This design comes from an exercise in tuning for small area, a short achievable clock period and few clock cycles on the open sky130 flow, not from production work. Function was checked by simulation only, so behaviour that the tests miss may differ from the original.

old:
==> flow/design.v (excerpt) <==
module TRIANGLE(
    input  wire        clk,
    input  wire        rst_n,
    input  wire        in_valid,
    input  wire [7:0]  in_length,
    output wire [15:0] out_cos,
    output reg         out_valid,
    output reg  [1:0]  out_tri
);
localparam [4:0] ST_A1 = 5'd2;     
localparam [4:0] ST_A2 = 5'd3;     
localparam [4:0] ST_A3 = 5'd4;     
localparam [4:0] ST_D0 = 5'd5;     
localparam [4:0] ST_L  = 5'd17;    
localparam [4:0] ST_O0 = 5'd18;
localparam [4:0] ST_O1 = 5'd19;
reg [4:0] st;
always @(posedge clk or negedge rst_n) begin
    if (!rst_n) st <= 5'd0;
    else if (st == 5'd0) st <= in_valid ? 5'd1 : 5'd0;
    else if (st == ST_O1) st <= 5'd0;
    else st <= st + 5'd1;
end
reg f_a1, f_a2, f_a3;
reg [2:0] f_acc, f_ini;
always @(posedge clk) begin
    f_a1  <= (st == ST_A1 - 5'd1);
    f_a2  <= (st == ST_A2 - 5'd1);
    f_a3  <= (st == ST_A3 - 5'd1);
    f_acc[0] <= (st >= ST_A1 - 5'd1) && (st <= ST_A3 - 5'd1);
    f_acc[1] <= (st == 5'd1) || (st == 5'd2) || (st == 5'd3);
    f_acc[2] <= (st[4:2] == 3'd0) && (st[1:0] != 2'd0);
    f_ini[0] <= (st == 5'd1);
    f_ini[1] <= (st[4:1] == 4'd0) && st[0];
  ...
Size: roughly 1800 cells after synthesis, roughly 220 flip-flops, ~30 I/O pins, roughly 0.014 sq mm of cells after synthesis.
clock: 20.0 ns
lec_check: 0
abc_area: 1
cap_margin: 20
core_margin: 2
core_utilization: 65
cts_cluster_diameter: 100
cts_cluster_size: 24
place_density: 0.75
slew_margin: 20
standard.sh (not shown) runs the stock make flow with config.mk's settings and CLKGATE_MAP_FILE= SYNTH_SCRIPT=/design/flow/synth_recipe.tcl, a recipe that flattens the netlist after the stock synthesis.
==> flow/flow/run.sh <==
#!/bin/bash
# Own layout flow: the standard flow unchanged, except that the port
# buffers that buffer_ports inserts during placement are buf_2 cells rather
# than the delay buffer it picks by default.
set -euo pipefail
export BUFFER_PORTS_ARGS="-buffer_cell sky130_fd_sc_hd__buf_2"
bash standard.sh > standard_flow.log 2>&1
Testbench counts of old, summed over its fixed seeds: cycles 23,032.
#### Input delta (new over old)
- changing PLACE_DENSITY from 0.75 to 0.85
- changing CORE_UTILIZATION from 65 to 75
--- outcome ---
From old to new the numbers moved as follows: setup slack on the worst flop-to-flop path went down, global-route wire length before repair climbed 2.6%. new vs old — met1 demand-to-capacity share in global routing rose 3.8 points. Relative to old, the worst max-slew margin expressed relative to the limit of new is lower by 1.3 points. new vs old, endpoint of the most critical setup path: out_tri[1] vs out_tri[0]. new vs old on period utilization: new is the higher one. Taking old as the reference, in new register fraction of the total cell area essentially unchanged, final instance area decreased about 0.4%, via count of the first global-routing pass increased 5.7%, worst hold slack essentially unchanged. In the metrics for new and old, the one carrying the lower clock period minus final worst setup slack is old.

* * *

== the baseline ==
Another version of the RTL of TRIANGLE (not shown whole).
Size in the first run: about 210 flip-flops, about 30 I/O pins.
Settings: LEC_CHECK=0, ABC_AREA=1, CAP_MARGIN=20, CORE_MARGIN=2, CORE_UTILIZATION=40, PLACE_DENSITY=0.6, SLEW_MARGIN=20; clock period 20.0 ns.
Scripts as last shown in full above: flow/flow/run.sh
The baseline has completed all stages; timing, DRC and antenna checks passed.
Testbench counts of the baseline, summed over its fixed seeds: cycles 23,032.
[inputs] the candidate vs the baseline
==> flow/run.sh (new file) <==
#!/bin/bash
# synth_recipe.tcl (not shown) runs the flow's synth.tcl, then flattens the netlist and writes it again
# the make line also repeats each setting of config.mk as NAME=value (left out here)
make -C /OpenROAD-flow-scripts/flow DESIGN_CONFIG=/design/flow/config.mk WORK_HOME=/design/flow/orfs CLKGATE_MAP_FILE= SYNTH_SCRIPT=/design/flow/synth_recipe.tcl finish
removed: flow/flow/run.sh
removed: flow/standard.sh
### Flow results
Relative to the baseline, cell area after layout has increased by 0.37% in the candidate.
For register-to-register path setup slack, the baseline and the candidate come out practically identical.
Changes observed in the candidate relative to the baseline: fraction of standard cell area in multi-input logic decreased 0.19 points; worst hold slack decreased 0.0032 ns; fraction of area in clock buffers and inverters decreased 0.56 points.
The start point of the critical path comes out la[4] in one run and out_cos[1] in the other, namely in the baseline and the candidate respectively.
The sequential share of layout area on the candidate is in line with that on the baseline.
The candidate vs. the baseline: routed via count divided by cell count held steady.

* * *

Another version of the RTL of TRIANGLE (not shown whole).
Size in the first run: roughly 1300 cells after synthesis, ~220 flip-flops, roughly 30 I/O pins, ~12000 um^2 of cells after synthesis.
export LEC_CHECK = 0
export CAP_MARGIN = 20
export CORE_MARGIN = 2
export CORE_UTILIZATION = 65
export CTS_CLUSTER_DIAMETER = 100
export CTS_CLUSTER_SIZE = 24
export PLACE_DENSITY = 0.75
export SLEW_MARGIN = 20
create_clock -name core_clock -period 20.0 [get_ports {clk}]
==> flow/flow/run.sh <==
#!/bin/bash
# Own layout flow: the standard flow unchanged, except that the port
# buffers that buffer_ports inserts during placement are buf_2 cells rather
# than the delay buffer it picks by default.
set -euo pipefail
export BUFFER_PORTS_ARGS="-buffer_cell sky130_fd_sc_hd__buf_2"
bash standard.sh > standard_flow.log 2>&1
Testbench counts at the start, summed over its fixed seeds: cycles 23,032.
Next try:
--- a/flow/config.mk
+++ b/flow/config.mk
@@ -6,4 +6,5 @@
 export NUM_CORES = 4
 export LEC_CHECK = 0
+export ABC_AREA = 1
 export CAP_MARGIN = 20
 export CORE_MARGIN = 2
After rerunning:
- global-route usage is higher by 6.1 points
- final cell count grows by about a fifth
- core utilization is lower by 0.17 points
- routed wire length is higher by a quarter to a third

* * *

the previous run:
Another version of the RTL of TRIANGLE (not shown whole).
Size in the first run: about 1400 cells after synthesis, ~200 flip-flops, ~30 I/O pins, roughly 0.012 sq mm of cells after synthesis.
clock: 20.0 ns
lec_check: 0
abc_area: 1
cap_margin: 20
core_margin: 2
core_utilization: 65
cts_buf_list: sky130_fd_sc_hd__clkbuf_8 sky130_fd_sc_hd__clkbuf_16
place_density: 0.75
slew_margin: 20
Scripts as last shown in full above: flow/flow/run.sh
Testbench counts of the previous run, summed over its fixed seeds: cycles 23,032.
Changes in the current run relative to the previous run:
Settings: CTS_BUF_LIST no longer set, was sky130_fd_sc_hd__clkbuf_8 sky130_fd_sc_hd__clkbuf_16; CTS_CLUSTER_SIZE now 24, previously not set; CTS_CLUSTER_DIAMETER now 100, previously not set.
==> comparison <==
- Comparing the current run with the previous run, the total iterations of the first detailed-routing run came out essentially unchanged.
- Diff the previous run..the current run | wire length | unchanged

==> re-timing with driven ports <==
The results above use ideal ports. As a check the final layouts listed here were re-extracted and re-timed, cells and wires unchanged. Step 1 sets driving cells, clkbuf_16 on the clock port and buf_2 on the other inputs (assumed; they add their load-dependent delay and slew). Step 2 adds t to the input delays and takes it off the output delays; t is the mean of the earliest and latest rising clock arrival at the registers after step 1. Input paths then give back, and output paths get back, about the clock's delay inside the block. Three values: ideal, step 1, step 2; two values: the first two.
run | t (ns) | slack for setup (ns) | worst setup path after step 2 | latest minus earliest clock arrival (ns) | worst slew at a driven data input, ns
old | 0.522 | 15.015 / 14.967 / 15.060 | register to register | 0.013 / 0.013 | 0.03
new | 0.520 | 14.965 / 14.919 / 15.003 | register to register | 0.020 / 0.020 | 0.03
the baseline | 0.593 | 14.930 / 14.899 / 14.930 | register to register | 0.029 / 0.028 | 0.04
the candidate | 0.585 | 14.571 / 14.520 / 14.924 | register to register | 0.034 / 0.034 | 0.04
the first run of note 3 | 0.504 | 14.496 / 14.496 / 14.496 | register to register | 0.023 / 0.023 | 0.03
the second run of note 3 | 0.506 | 15.003 / 14.959 / 15.285 | register to register | 0.029 / 0.029 | 0.03
the previous run | 0.486 | 15.054 / 15.006 / 15.215 | register to register | 0.017 / 0.017 | 0.03
the current run | 0.486 | 15.054 / 15.006 / 15.215 | register to register | 0.017 / 0.017 | 0.03
After both steps setup and hold are still met in every run listed.
